Context: an optimization exercise on an open-source flow, tuned for small area. The choices shown serve that exercise and are no tape-out recipe. Function was checked by simulation only, so behaviour that the tests miss may differ from the original. Power and IR drop assume default switching activity.

==> design.v <==
`timescale 1ns / 1ps
module clock_generator_200khz (
    input logic clk_100MHz,
    input logic rst,
    output logic clk_200kHz,
    output logic tick_200kHz
);
    logic [7:0] clk_200kHz_counter;
    logic clk_200kHz_reg;
    always_ff @(posedge clk_100MHz) begin
        if (rst) begin
            clk_200kHz_counter <= 8'd0;
            clk_200kHz_reg <= 1'b1;
        end else begin
            clk_200kHz_reg <= clk_200kHz_reg;
            if (clk_200kHz_counter == 249) begin
                clk_200kHz_counter <= 8'd0;
                clk_200kHz_reg <= ~clk_200kHz_reg;
            end else begin
                clk_200kHz_counter <= clk_200kHz_counter + 1;
            end
        end
    end
    assign clk_200kHz = clk_200kHz_reg;
    assign tick_200kHz = (clk_200kHz_counter == 249) && !clk_200kHz_reg;
endmodule
`timescale 1ns / 1ps
module clock_generator_10khz (
    input logic clk_100MHz,
    input logic rst,
    input logic tick_200kHz,
    output logic clk_10kHz
);
    logic [3:0] clk_10kHz_counter;
    logic clk_10kHz_reg;
    always_ff @(posedge clk_100MHz) begin
        if (rst) begin
            clk_10kHz_counter <= 4'd0;
            clk_10kHz_reg <= 1'b1;
        end else if (tick_200kHz) begin
            clk_10kHz_reg <= clk_10kHz_reg;
            if (clk_10kHz_counter == 9) begin
                clk_10kHz_counter <= 4'd0;
                clk_10kHz_reg <= ~clk_10kHz_reg;
            end else begin
                clk_10kHz_counter <= clk_10kHz_counter + 1;
            end
        end
    end
    assign clk_10kHz = clk_10kHz_reg;
endmodule
`timescale 1ns / 1ps
module adt7420_clock_generator (
    input logic clk_100MHz,
    input logic rst,
    output logic tick_200kHz,
    output logic clk_10kHz
);
    logic clk_200kHz;
    clock_generator_200khz clock_generator_200khz (
        .clk_100MHz(clk_100MHz),
        .rst(rst),
        .clk_200kHz(clk_200kHz),
        .tick_200kHz(tick_200kHz)
    );
    clock_generator_10khz clock_generator_10khz (
        .clk_100MHz(clk_100MHz),
        .rst(rst),
        .tick_200kHz(tick_200kHz),
        .clk_10kHz(clk_10kHz)
    );
endmodule
`timescale 1ns / 1ps
module adt7420_i2c_master #(
    parameter [11:0] POWER_UP_TIME = 12'd0
)(
    input logic clk_100MHz,
    input logic rst,
    input logic tick_200kHz,
    input logic sda_i,
    output logic sda_o,
    output logic sda_oe,
    output logic [7:0] temperature  
);
    localparam [7:0] SENSOR_ADDR = 7'h4B;  
    localparam RW = 1'b1;  
    localparam SENSOR_ADDR_PLUS_RW = {SENSOR_ADDR[6:0], RW};  
    localparam [4:0] S_POWER_UP      = 5'd0;
    localparam [4:0] S_START         = 5'd1;
    localparam [4:0] S_SEND_ADDR6    = 5'd2;
    localparam [4:0] S_SEND_ADDR5    = 5'd3;
    localparam [4:0] S_SEND_ADDR4    = 5'd4;
    localparam [4:0] S_SEND_ADDR3    = 5'd5;
    localparam [4:0] S_SEND_ADDR2    = 5'd6;
    localparam [4:0] S_SEND_ADDR1    = 5'd7;
    localparam [4:0] S_SEND_ADDR0    = 5'd8;
    localparam [4:0] S_SEND_RW       = 5'd9;
    localparam [4:0] S_RECEIVE_ACK   = 5'd10;
    localparam [4:0] S_RECEIVE_MSB7  = 5'd11;
    localparam [4:0] S_RECEIVE_MSB6  = 5'd12;
    localparam [4:0] S_RECEIVE_MSB5  = 5'd13;
    localparam [4:0] S_RECEIVE_MSB4  = 5'd14;
    localparam [4:0] S_RECEIVE_MSB3  = 5'd15;
    localparam [4:0] S_RECEIVE_MSB2  = 5'd16;
    localparam [4:0] S_RECEIVE_MSB1  = 5'd17;
    localparam [4:0] S_RECEIVE_MSB0  = 5'd18;
    localparam [4:0] S_SEND_ACK      = 5'd19;
    localparam [4:0] S_RECEIVE_LSB7  = 5'd20;
    localparam [4:0] S_RECEIVE_LSB6  = 5'd21;
    localparam [4:0] S_RECEIVE_LSB5  = 5'd22;
    localparam [4:0] S_RECEIVE_LSB4  = 5'd23;
    localparam [4:0] S_RECEIVE_LSB3  = 5'd24;
    localparam [4:0] S_RECEIVE_LSB2  = 5'd25;
    localparam [4:0] S_RECEIVE_LSB1  = 5'd26;
    localparam [4:0] S_RECEIVE_LSB0  = 5'd27;
    localparam [4:0] S_SEND_NACK     = 5'd28;
    logic [4:0] CS;
    logic [4:0] NS;
    logic [7:0] msb_reg;
    logic [7:0] lsb_reg;
    logic [7:0] temperature_reg;
    logic sda_out_reg;
    logic sda_in_reg;
    logic sda_direction;
    logic [11:0] clk_200kHz_counter;
    always_ff @(posedge clk_100MHz) begin
      if (rst) begin
        CS <= S_POWER_UP;
        msb_reg <= 8'b0;
        lsb_reg <= 8'b0;
        sda_out_reg <= 1'b1;
        clk_200kHz_counter <= 12'd0;
        temperature_reg <= 8'b0;
      end else if (tick_200kHz) begin
        NS = CS;
        msb_reg <= msb_reg;
        lsb_reg <= lsb_reg;
        sda_out_reg <= sda_out_reg;
        clk_200kHz_counter <= clk_200kHz_counter + 1;
        temperature_reg <= temperature_reg;
        CS <= CS;
        if (CS == S_SEND_NACK)
            temperature_reg <= {msb_reg[6:0], lsb_reg[7]};
        case (CS)
            S_POWER_UP: begin
                if (clk_200kHz_counter == (12'd1999 - POWER_UP_TIME)) 
                    NS = S_START;
            end
            S_START: begin
                if (clk_200kHz_counter == (12'd2004 - POWER_UP_TIME))
                    sda_out_reg <= 1'b0;
                if (clk_200kHz_counter == (12'd2013 - POWER_UP_TIME)) 
                    NS = S_SEND_ADDR6;
            end
            S_SEND_ADDR6: begin
                sda_out_reg <= SENSOR_ADDR_PLUS_RW[7];
                if (clk_200kHz_counter == (12'd2033 - POWER_UP_TIME)) 
                    NS = S_SEND_ADDR5;
            end
            S_SEND_ADDR5: begin
                sda_out_reg <= SENSOR_ADDR_PLUS_RW[6];
                if (clk_200kHz_counter == (12'd2053 - POWER_UP_TIME)) 
                    NS = S_SEND_ADDR4;
            end
            S_SEND_ADDR4: begin
                sda_out_reg <= SENSOR_ADDR_PLUS_RW[5];
                if (clk_200kHz_counter == (12'd2073 - POWER_UP_TIME)) 
                    NS = S_SEND_ADDR3;
            end
            S_SEND_ADDR3: begin
                sda_out_reg <= SENSOR_ADDR_PLUS_RW[4];
                if (clk_200kHz_counter == (12'd2093 - POWER_UP_TIME)) 
                    NS = S_SEND_ADDR2;
            end
            S_SEND_ADDR2: begin
                sda_out_reg <= SENSOR_ADDR_PLUS_RW[3];
                if (clk_200kHz_counter == (12'd2113 - POWER_UP_TIME)) 
                    NS = S_SEND_ADDR1;
            end
            S_SEND_ADDR1: begin
                sda_out_reg <= SENSOR_ADDR_PLUS_RW[2];
                if (clk_200kHz_counter == (12'd2133 - POWER_UP_TIME)) 
                    NS = S_SEND_ADDR0;
            end
            S_SEND_ADDR0: begin
                sda_out_reg <= SENSOR_ADDR_PLUS_RW[1];
                if (clk_200kHz_counter == (12'd2153 - POWER_UP_TIME)) 
                    NS = S_SEND_RW;
            end
            S_SEND_RW: begin
                sda_out_reg <= SENSOR_ADDR_PLUS_RW[0];
                if (clk_200kHz_counter == (12'd2169 - POWER_UP_TIME)) 
                    NS = S_RECEIVE_ACK;
            end
            S_RECEIVE_ACK: begin
                if (clk_200kHz_counter == (12'd2189 - POWER_UP_TIME))
                    NS = S_RECEIVE_MSB7;
            end
            S_RECEIVE_MSB7: begin
                if (clk_200kHz_counter == (12'd2209 - POWER_UP_TIME))
                    NS = S_RECEIVE_MSB6;
                else
                    msb_reg[7] <= sda_in_reg;    
            end
            S_RECEIVE_MSB6: begin
                if (clk_200kHz_counter == (12'd2229 - POWER_UP_TIME))
                    NS = S_RECEIVE_MSB5;
                else 
                    msb_reg[6] <= sda_in_reg;
            end
            S_RECEIVE_MSB5: begin
                if (clk_200kHz_counter == (12'd2249 - POWER_UP_TIME))
                    NS = S_RECEIVE_MSB4;
                else
                    msb_reg[5] <= sda_in_reg;
            end
            S_RECEIVE_MSB4: begin
                if (clk_200kHz_counter == (12'd2269 - POWER_UP_TIME))
                    NS = S_RECEIVE_MSB3;
                else
                    msb_reg[4] <= sda_in_reg;
            end
            S_RECEIVE_MSB3: begin
                if (clk_200kHz_counter == (12'd2289 - POWER_UP_TIME))
                    NS = S_RECEIVE_MSB2;
                else
                    msb_reg[3] <= sda_in_reg;
            end
            S_RECEIVE_MSB2: begin
                if (clk_200kHz_counter == (12'd2309 - POWER_UP_TIME))
                    NS = S_RECEIVE_MSB1;
                else
                    msb_reg[2] <= sda_in_reg;
            end
            S_RECEIVE_MSB1: begin
                if (clk_200kHz_counter == (12'd2329 - POWER_UP_TIME))
                    NS = S_RECEIVE_MSB0;
                else
                    msb_reg[1] <= sda_in_reg;
            end
            S_RECEIVE_MSB0: begin
                sda_out_reg <= 1'b0;
                if (clk_200kHz_counter == (12'd2349 - POWER_UP_TIME)) 
                    NS = S_SEND_ACK;
                else
                    msb_reg[0] <= sda_in_reg;
            end
            S_SEND_ACK: begin
                if (clk_200kHz_counter == (12'd2369 - POWER_UP_TIME)) 
                    NS = S_RECEIVE_LSB7;
            end
            S_RECEIVE_LSB7: begin
                if (clk_200kHz_counter == (12'd2389 - POWER_UP_TIME))
                    NS = S_RECEIVE_LSB6;
                else
                    lsb_reg[7] <= sda_in_reg;
            end
            S_RECEIVE_LSB6: begin
                if (clk_200kHz_counter == (12'd2409 - POWER_UP_TIME))
                    NS = S_RECEIVE_LSB5;
                else
                    lsb_reg[6] <= sda_in_reg;
            end
            S_RECEIVE_LSB5: begin
                if (clk_200kHz_counter == (12'd2429 - POWER_UP_TIME))
                    NS = S_RECEIVE_LSB4;
                else
                    lsb_reg[5] <= sda_in_reg;
            end
            S_RECEIVE_LSB4: begin
                if (clk_200kHz_counter == (12'd2449 - POWER_UP_TIME))
                    NS = S_RECEIVE_LSB3;
                else 
                    lsb_reg[4] <= sda_in_reg;
            end
            S_RECEIVE_LSB3: begin
                if (clk_200kHz_counter == (12'd2469 - POWER_UP_TIME))
                    NS = S_RECEIVE_LSB2;
                else
                    lsb_reg[3] <= sda_in_reg;
            end
            S_RECEIVE_LSB2: begin
                if (clk_200kHz_counter == (12'd2489 - POWER_UP_TIME))
                    NS = S_RECEIVE_LSB1;
                else
                    lsb_reg[2] <= sda_in_reg;
            end
            S_RECEIVE_LSB1: begin
                if (clk_200kHz_counter == (12'd2509 - POWER_UP_TIME))
                    NS = S_RECEIVE_LSB0;
                else
                    lsb_reg[1] <= sda_in_reg;
            end
            S_RECEIVE_LSB0: begin
                sda_out_reg <= 1'b1;
                if (clk_200kHz_counter == (12'd2529 - POWER_UP_TIME)) 
                    NS = S_SEND_NACK;
                else
                    lsb_reg[0] <= sda_in_reg;
            end
            S_SEND_NACK: begin
                if (clk_200kHz_counter == (12'd2559 - POWER_UP_TIME)) begin
                    clk_200kHz_counter <= (12'd2000 - POWER_UP_TIME);
                    NS = S_START;
                end
            end
            default: ;
        endcase
        CS <= NS;
      end
    end
    assign sda_in_reg = sda_i;
    assign sda_direction = (
        CS == S_POWER_UP || CS == S_START || 
        CS == S_SEND_ADDR6 || CS == S_SEND_ADDR5 || 
        CS == S_SEND_ADDR4 || CS == S_SEND_ADDR3 || 
        CS == S_SEND_ADDR2 || CS == S_SEND_ADDR1 || 
        CS == S_SEND_ADDR0 || CS == S_SEND_RW || 
        CS == S_SEND_ACK || CS == S_SEND_NACK
    ) ? 1'b1 : 1'b0;
    assign sda_o = sda_out_reg;
    assign sda_oe = sda_direction;
    assign temperature = temperature_reg;
endmodule
`timescale 1ns / 1ps
module temp_converter (
    input logic [7:0] temp_c,
    output logic [7:0] temp_f
);
    logic [15:0] temp_f_reg;
    always_comb begin
        temp_f_reg = temp_c * 9;
        temp_f_reg = temp_f_reg / 5;
        temp_f_reg = temp_f_reg + 32;
        temp_f = temp_f_reg[7:0];
    end
endmodule
`timescale 1ns / 1ps
module seg7_driver(
    input logic clk_100MHz,                
    input logic rst,                       
    input logic [7:0] c_data,              
    input logic [7:0] f_data,              
    output logic [6:0] seg,            
    output logic [7:0] an              
);
    logic [3:0] c_tens, c_ones;
    assign c_tens = c_data / 10;            
    assign c_ones = c_data % 10;            
    logic [3:0] f_tens, f_ones;
    assign f_tens = f_data / 10;            
    assign f_ones = f_data % 10;            
    localparam ZERO  = 7'b000_0001;   
    localparam ONE   = 7'b100_1111;   
    localparam TWO   = 7'b001_0010;   
    localparam THREE = 7'b000_0110;   
    localparam FOUR  = 7'b100_1100;   
    localparam FIVE  = 7'b010_0100;   
    localparam SIX   = 7'b010_0000;   
    localparam SEVEN = 7'b000_1111;   
    localparam EIGHT = 7'b000_0000;   
    localparam NINE  = 7'b000_0100;   
    localparam DEG   = 7'b001_1100;   
    localparam C     = 7'b011_0001;   
    localparam F     = 7'b011_1000;   
    localparam BLANK = 7'b111_1111;   
    logic [2:0] anode_select;          
    logic [16:0] anode_timer;          
    always @(posedge clk_100MHz) begin
        if(rst) begin
            anode_timer <= 0;
            anode_select <= 0;
        end
        else if(anode_timer == 99_999) begin          
            anode_timer <= 0;                    
            anode_select <=  anode_select + 1;
        end
        else
            anode_timer <=  anode_timer + 1;
    end
    always @(anode_select) begin
        case(anode_select) 
            3'o0 : an = 8'b1111_1110;
            3'o1 : an = 8'b1111_1101;
            3'o2 : an = 8'b1111_1011;
            3'o3 : an = 8'b1111_0111;
            3'o4 : an = 8'b1110_1111;
            3'o5 : an = 8'b1101_1111;
            3'o6 : an = 8'b1011_1111;
            3'o7 : an = 8'b0111_1111;
        endcase
    end
    always @*
        case(anode_select)
            3'o0 : seg = C;     
            3'o1 : seg = DEG;   
            3'o2 : begin        
                        case(c_ones)
                            4'b0000 : seg = ZERO;
                            4'b0001 : seg = ONE;
                            4'b0010 : seg = TWO;
                            4'b0011 : seg = THREE;
                            4'b0100 : seg = FOUR;
                            4'b0101 : seg = FIVE;
                            4'b0110 : seg = SIX;
                            4'b0111 : seg = SEVEN;
                            4'b1000 : seg = EIGHT;
                            4'b1001 : seg = NINE;
                            default : seg = BLANK;
                        endcase
                    end
            3'o3 : begin        
                        case(c_tens)
                            4'b0000 : seg = ZERO;
                            4'b0001 : seg = ONE;
                            4'b0010 : seg = TWO;
                            4'b0011 : seg = THREE;
                            4'b0100 : seg = FOUR;
                            4'b0101 : seg = FIVE;
                            4'b0110 : seg = SIX;
                            4'b0111 : seg = SEVEN;
                            4'b1000 : seg = EIGHT;
                            4'b1001 : seg = NINE;
                            default : seg = BLANK;
                        endcase
                    end
            3'o4 : seg = F;     
            3'o5 : seg = DEG;   
            3'o6 : begin        
                        case(f_ones)
                            4'b0000 : seg = ZERO;
                            4'b0001 : seg = ONE;
                            4'b0010 : seg = TWO;
                            4'b0011 : seg = THREE;
                            4'b0100 : seg = FOUR;
                            4'b0101 : seg = FIVE;
                            4'b0110 : seg = SIX;
                            4'b0111 : seg = SEVEN;
                            4'b1000 : seg = EIGHT;
                            4'b1001 : seg = NINE;
                            default : seg = BLANK;
                        endcase
                    end
            3'o7 : begin        
                        case(f_tens)
                            4'b0000 : seg = ZERO;
                            4'b0001 : seg = ONE;
                            4'b0010 : seg = TWO;
                            4'b0011 : seg = THREE;
                            4'b0100 : seg = FOUR;
                            4'b0101 : seg = FIVE;
                            4'b0110 : seg = SIX;
                            4'b0111 : seg = SEVEN;
                            4'b1000 : seg = EIGHT;
                            4'b1001 : seg = NINE;
                            default : seg = BLANK;
                        endcase
                    end             
        endcase  
endmodule
`timescale 1ns / 1ps
module test_adt7420_driver (
    input logic CLK100MHZ,
    input logic RST,
    input logic TMP_SDA_I,
    output logic TMP_SDA_O,
    output logic TMP_SDA_OE,
    output logic TMP_SCL,
    output logic [6:0] SEG,
    output logic [7:0] AN,
    output logic [15:0] LED
);
    localparam [11:0] POWER_UP_TIME = 12'd0;  
    logic tick_200kHz;
    logic [7:0] temperature_c_reg;
    logic [7:0] temperature_f_reg;
    adt7420_clock_generator clock_wizard (
        .clk_100MHz(CLK100MHZ),
        .rst(RST),
        .tick_200kHz(tick_200kHz),
        .clk_10kHz(TMP_SCL)
    );
    adt7420_i2c_master #(
        .POWER_UP_TIME(POWER_UP_TIME) 
    ) i2c_master (
        .clk_100MHz(CLK100MHZ),
        .rst(RST),
        .tick_200kHz(tick_200kHz),
        .sda_i(TMP_SDA_I),
        .sda_o(TMP_SDA_O),
        .sda_oe(TMP_SDA_OE),
        .temperature(temperature_c_reg)
    );
    temp_converter c2f (
        .temp_c(temperature_c_reg),
        .temp_f(temperature_f_reg)
    );
    seg7_driver seg7 (
        .clk_100MHz(CLK100MHZ),
        .rst(RST),
        .c_data(temperature_c_reg),
        .f_data(temperature_f_reg),
        .seg(SEG),
        .an(AN)
    );
    assign LED = {temperature_f_reg, temperature_c_reg};
endmodule
==> run.sh <==
#!/bin/bash
# synth_recipe.tcl (not shown) runs the flow's synth.tcl, then flattens the netlist and writes it again
# the make line also repeats each setting of config.mk as NAME=value (left out here)
make -C /OpenROAD-flow-scripts/flow DESIGN_CONFIG=/design/flow/config.mk WORK_HOME=/design/flow/orfs CLKGATE_MAP_FILE= SYNTH_SCRIPT=/design/flow/synth_recipe.tcl finish
==> config.mk <==
export PLATFORM = sky130hd
export DESIGN_NAME = test_adt7420_driver
export DESIGN_NICKNAME = test_adt7420_driver
export VERILOG_FILES = /design/flow/design.v
export SDC_FILE = /design/flow/constraint.sdc
export NUM_CORES = 4
export LEC_CHECK = 0
export CAP_MARGIN = 20
export CORE_MARGIN = 2
export CORE_UTILIZATION = 40
export SLEW_MARGIN = 20
==> constraint.sdc <==
create_clock -name core_clock -period 13.0 [get_ports {CLK100MHZ}]
set_input_delay 2.6000 -clock core_clock [delete_from_list [all_inputs] [get_ports {CLK100MHZ}]]
set_output_delay 2.6000 -clock core_clock [all_outputs]
set_load 0.01 [all_outputs]
==> results.toml <==
[floorplan]
coreArea_um2 = 20230
die_h_um = 147.5
start_util = 0.4072
rows = 52
die_w_um = 147.5
io_pins = 37
dieArea_um2 = 21770

[logic_synthesis]
synth_area_leaders = "dfxtp_1, ha_1, nand2_1"
yosys.area.top_type = "dfxtp_1"
synth_edf_count = 0
synth_cell_type_count = 100
ys_seq_area_frac = 0.1846
async_flop_share = 0
yosys_warnings = 5
avgSynthCellArea_um2 = 7.184
synth-seq-cells = 76
syn-cell-area_um2 = 8240
synth_fp_nets = 1206
netlist_instances = 1147
synthFlopType = "dfxtp_1"
synth_top_area_share = 0.1846

[global_route]
grt_pass1_wl_um = 36280
globalRouteOverflowTotal = 0
grt_max_degree = 50
gr-usage-all-layers = 0.1944
grt_pass1_vias = 7623
antenna_found_initial = 0

[final_layout]
drive_gt1_frac = 0.1115
top_regs = "seg7.anode_timer (17), i2c_master.clk_200kHz_counter (12)"
syn_to_final_growth_pct = 14.09
final-seq-area_um2 = 1523
layout_common_cells = "nand2_1, nor2_1, a21oi_1, dfxtp_1, o21ai_0"
fillers = 2043
n_antenna_cell = 0
regMostFlops = "seg7.anode_timer"
largest_reg_flops = 17
fin_nets = 1231
multi_input_area_um2 = 6419
mostFrequentLayoutCell = "nand2_1"

[outcome]
status = "complete, no violations"

[drt]
ant_nets = 0
vias_per_cell = 5.891
drt_wl_total_um = 22050
drt_pass1_iterations = 6
vias = 8512
drt_iter0_drc = 690
drc = 0
post_drt_wl_per_cell_um = 15.26

[critical_path]
rr_startpoint = "i2c_master.clk_200kHz_counter[0]"
slowest_delay_ns = 0.55
worstSetupEndpointType = "output pin"
cp_slowest_cell = "clkdlybuf4s50_1"
startpoint = "i2c_master.temperature_reg[1]"
worstSetupPathType = "register to output pin"
cp_data_required_time_ns = 10.40
startpoint_type = "register"
worstPathArrival_ns = 9.94
path_max_fanout = 8
crit_top_cell = "ha_1"

[pwr]
powerDensity_nw_per_um2 = 51.78
power_leakage_nw = 3.548
ir_drop_uv = 74.94

[clock_network]
clock_latency_ns = 0.33
cts_tree = "yes"
cts-root-buf = "clkbuf_16"
numCtsBuffers = 9
htree_levels = 3
hold_buffers = 0
clk_pin_slew_ns = 0.05
clockBufferDepth = 2
cts_sinks = 76

[timing]
tns_ns = 0
fin_crit_sh = 0.9646
max_freq_mhz = 79.74
slew_violations = 0
max-slew-margin-rel = 0.2582
final-setup-viol-count = 0
min_period_ns = 12.54
finalHoldViolCount = 0
worstMarginPinSlew_ns = 1.105
holdWs_ns = 0.4553
worst_slack_ns = 0.4598
finClkSkew_ns = 0.006631

[placement]
gp_congestion = 0.9428
hpwl_um = 16090
place_ws_ns = 0.3742
io_buffers = 36

[flow_run]
drv_cap = 0

[worst_hold_path]
holdCritPathClass = "register to register"
min_from = "i2c_master.msb_reg[6]"
metal layers:
metal	routed length (um)	global-route usage	part of all wire	up-vias
met5	0	0	0	-
met4	355	0.06010	0.016	0
met3	1083	0.02315	0.049	36
met2	10180	0.3158	0.46	258
met1	10430	0.2698	0.47	3920
li1	-	-	-	4298
power by group:
| group | internal (mW) | total [mW] | switching [mW] | leakage [nW] |
|---|---|---|---|---|
| sequential | 0.235 | 0.236 | 0.00178 | 0.614 |
| combinational | 0.00222 | 0.00723 | 0.00501 | 2.79 |
| clock | 0.151 | 0.243 | 0.0917 | 0.140 |
| total | 0.388 | 0.487 | 0.0985 | 3.55 |
metrics by stage:
| stage | std cells | area, um^2 | power [mW] | utilization |
|---|---|---|---|---|
| finish | 1445 | 9402 | 0.4868 | 0.4646 |
| global placement | 1419 | 8880 | 0.2488 | 0.4388 |
| floorplan | 1147 | 8240 | 0.2470 | - |
| CTS | 1433 | 9176 | 0.4954 | 0.4535 |
| detailed placement | 1419 | 8880 | 0.2489 | 0.4388 |
| global route | 1445 | 9402 | 0.5063 | 0.4646 |
worst paths after layout:
kind              slack [ns]                             to  cells past startpoint
setup / recovery        0.46                         SEG[5]                     38
hold / removal          0.46  i2c_master.temperature_reg[7]                      2
setup reg to reg        9.38               i2c_master.CS[3]                     11
hold reg to reg         0.46  i2c_master.temperature_reg[7]                      2
worst max-delay path: cells and delay by family (launching register included):
kind,cells,cell delay [ns]
fa+ha+maj,7,2.07
simple gates,11,2.70
mux,1,0.37
xor+xnor,1,0.20
flops,1,0.31
compound gates,13,2.90
buf+inv,5,1.06
layout make-up:
class / count / area share
multi-input combinational: 961 / 0.6827
timing repair buffer: 75 / 0.06894
inverter: 49 / 0.01956
sequential: 76 / 0.1620
clock inverter: 4 / 0.005456
tap: 270 / 0.03593
clock buffer: 10 / 0.02542
cell families after synthesis:
| family | Yosys count | synth area share |
|---|---|---|
| xor+xnor | 59 | 0.06544 |
| flops | 76 | 0.1846 |
| mux | 12 | 0.01534 |
| fa+ha+maj | 60 | 0.09080 |
| compound gates | 349 | 0.3053 |
| simple gates | 481 | 0.2844 |
| buf+inv | 110 | 0.05405 |
timing repair:
action	in CTS	in global routing
pin swaps	0	7
resized for setup	1	27
setup endpoints to repair	1	7
buffers inserted	0	12
synthesized netlist by cell type (9+ instances only):
cell type and number:
and2_1 14, dfxtp_1 76, nor3_1 38, xor2_1 25, xnor2_1 31, nor2_1 117
o21ai_0 56, o31ai_1 9, a31oi_1 16, o211a_1 10, nand4_1 16, a21oi_1 82
a21o_1 10, nand2b_1 11, a221oi_1 10, a211oi_1 12, mux2i_1 10, o211ai_1 17
nand3_1 51, o21ai_1 10, clkbuf_1 47, nor4_1 18, and3_1 16, nand2_1 138
inv_1 47, ha_1 55, or3_1 9

## static timing again, ports no longer ideal
The flow's constraints put no driver on any port. The routed layout listed below was extracted and timed again, unchanged, in two steps. Step 1, drivers: a clkbuf_16 drives CLK100MHZ and a buf_2 each remaining input, both assumed. Step 2 times the ports against the registers' clock, not the clock port: input delays grow and output delays shrink by t, the midpoint of the rising clock arrivals with the driver on. Three values: ideal ports, drivers, drivers and shift; two values: the first two.
shift t [ns]: 0.366
setup slack, ns: 0.460 / 0.420 / 0.787
cell pins on the clock port's net: 1
After both steps setup and hold are still met in this run. The setup slack of this run moves by -0.040 ns with the drivers and by +0.327 ns with both steps.
